Context: an optimization exercise on an open-source flow, tuned for a short achievable clock period and few clock cycles. The choices shown serve that exercise and are no tape-out recipe. Only simulation tests tie the RTL to the original design; equivalence was not proved. Power and IR drop assume default switching activity.

== JK ==
// Sayeh
module Sayeh (
  clk,
  ReadMem, WriteMem, ReadIO, WriteIO,
  Addressbus,
  ExternalReset, MemDataready, Databus_in, Databus_out
);
Size in the first run: about 55 I/O pins.
export LEC_CHECK = 0
export ABC_CLOCK_PERIOD_IN_PS = 1000
export CAP_MARGIN = 30
export CORE_MARGIN = 2
export CORE_UTILIZATION = 40
export SLEW_MARGIN = 30
create_clock -name core_clock -period 13.0 [get_ports {clk}]
standard.sh (not shown) runs the stock make flow with config.mk's settings and CLKGATE_MAP_FILE= SYNTH_SCRIPT=/design/flow/synth_recipe.tcl, a recipe that flattens the netlist after the stock synthesis.
==> flow/flow/run.sh <==
#!/bin/bash
set -euo pipefail
export SETUP_SLACK_MARGIN=9.0
bash standard.sh > standard_flow.log 2>&1
Testbench counts of JK, summed over its fixed seeds: cycles 23,092.
Input-level comparison between MS and JK:
--- a/flow/design.v
+++ b/flow/design.v
@@ -93,13 +93,13 @@
   input [7:0] u, l;
   reg [3:0] uo, lo;
   reg uok, lok, uw, lrd, lrs, ubus, lbus, lrc, uwc;
   begin
     uo = u[7:4]; lo = l[7:4];
     uok = (u == 8'h00) || (u >= 8'h02 && u <= 8'h05) || (uo == 4'h1) || (uo == 4'h3) ||
-          (uo >= 4'h6 && uo <= 4'hE) || (((uo == 4'h2) || (uo == 4'h4)) && (lo != 4'hD));
+          (uo == 4'h5) || (uo >= 4'h6 && uo <= 4'hE) || (((uo == 4'h2) || (uo == 4'h4)) && (lo != 4'hD));
     lok = (l >= 8'h02 && l <= 8'h05) || (lo == 4'h1) || (lo == 4'h3) || (lo == 4'h5) ||
           (lo >= 4'h6 && lo <= 4'hE);
     uw = (uo == 4'h1) || (uo == 4'h2) || (uo == 4'h4) || (uo >= 4'h6 && uo <= 4'hD);
     lrd = (lo == 4'h3) || (lo == 4'h5) || (lo == 4'h6) || (lo == 4'h7) ||
           (lo >= 4'hB && lo <= 4'hE);
     lrs = (lo != 4'h0);
@@ -444,13 +444,15 @@
 wire u_c  = au[2];
 wire u_wz = au[1];
 wire u_z  = au[0];
 wire inph1 = (d_lda | d_inp) & ~xph2;                 
 wire wr_u = run & au[20];
 wire [15:0] wd_u = au[19:4];
-wire wr_l = run & lv & al[20];
+wire u_fin = d_oup & (A == 16'hFFFF);
+wire lv2 = lv & ~u_fin;
+wire wr_l = run & lv2 & al[20];
 wire [15:0] wd_l = al[19:4];
 wire taken = run & ~xpre & (d_jpr | (d_brz & zf) | (d_brc & cf) | d_jpa);
 wire u_bus = inph1 | d_sta | d_oup;
 wire iss = run & (u_bus | (lv & (l_sta | l_oup)));
 wire [15:0] iss_addr = u_bus ? ((d_lda | d_inp) ? B : A) : LA;
 wire [15:0] iss_data = u_bus ? B : LB;
@@ -458,13 +460,13 @@
 wire st = run & (d_sta | (lv & l_sta));
 wire smc = st & ((qn != 3'd0) & ((qa[0] == st_addr) | (qa[1] == st_addr) | (qa[2] == st_addr) |
                                   (qa[3] == st_addr)) |
                  ((inf | cfv) & (fadr == st_addr)));
 wire bar_set = run & ((d_oup & (A == 16'hFFFF)) | (lv & l_oup & (LA == 16'hFFFF)));
 wire x_adv = run & ~inph1 & ~d_hlt;
-wire to_lo = x_adv & xup & xlo;
+wire to_lo = x_adv & xup & (xlo | (xpair & u_fin));
 wire need = ~xv | (x_adv & ~to_lo);
 wire [15:0] cw = cd[fadr[4:0]];
 wire hit = cfv & cv[fadr[4:0]] & (ct[fadr[4:0]] == fadr[15:5]);
 wire arr = inf | hit;                    
 wire q0v = (qn != 3'd0);
 wire [15:0] q0w = qw[qh];
@@ -709,15 +711,15 @@
     fa <= fa_eff; fa_lazy <= 1'b0;
   end
 end
 always @(posedge clk) begin
   if (rst) cf <= 1'b0;
   else if (run) begin
-    if (lv & al[3]) cf <= al[2];
+    if (lv2 & al[3]) cf <= al[2];
     else if (u_wc) cf <= u_c;
-    if (lv & al[1]) zf <= al[0];
+    if (lv2 & al[1]) zf <= al[0];
     else if (u_wz) zf <= u_z;
   end
 end
 function [15:0] rf_eff;
   input [5:0] i;
   begin
--- outcome ---
MS: flow completed, timing, DRC and antenna clean. Per the comparison of MS with JK, cell count roughly the same; flip-flop and latch count roughly the same; global-route wire length before repair higher; shortest clock period the worst path allows after layout higher. The reported net switching power of JK and that of MS are within noise of each other. Between MS and JK, the chip height does not differ in any meaningful way. Compared with JK, in MS arrival time of data at the critical path endpoint climbed 0.23 ns, non-clock buffer count climbed 146. Going from JK to MS, power dissipated in combinational cells saw a decrease, total routing usage reported by global routing saw an increase, core utilization saw an increase.
Testbench counts of MS, summed over its fixed seeds: cycles 23,007.

-- what the ideal ports hide --
The results above use ideal ports. As a check the final layouts listed here were re-extracted and re-timed, cells and wires unchanged. Step 1: set_driving_cell puts a clkbuf_16 on clk and a buf_2 on each other input, an assumption about the parent block. Step 2 also shifts input and output timing later by t, the mid clock arrival at the registers, as if the neighbouring blocks saw the same clock. a / b / c = no drivers / after step 1 / after step 2; a / b = the first two.
run | shift t [ns] | slack for setup (ns) | worst setup path at the end | worst register clock-pin slew, ns
JK | 1.115 | 8.325 / 8.325 / 7.342 | input to register | 0.07 / 0.07
MS | 1.088 | 8.053 / 8.053 / 7.039 | input to register | 0.08 / 0.08
After both steps every run listed still meets setup and hold. For MS, which loses most, drivers alone change the setup slack by 0.000 ns; drivers and shift together by -1.014 ns.
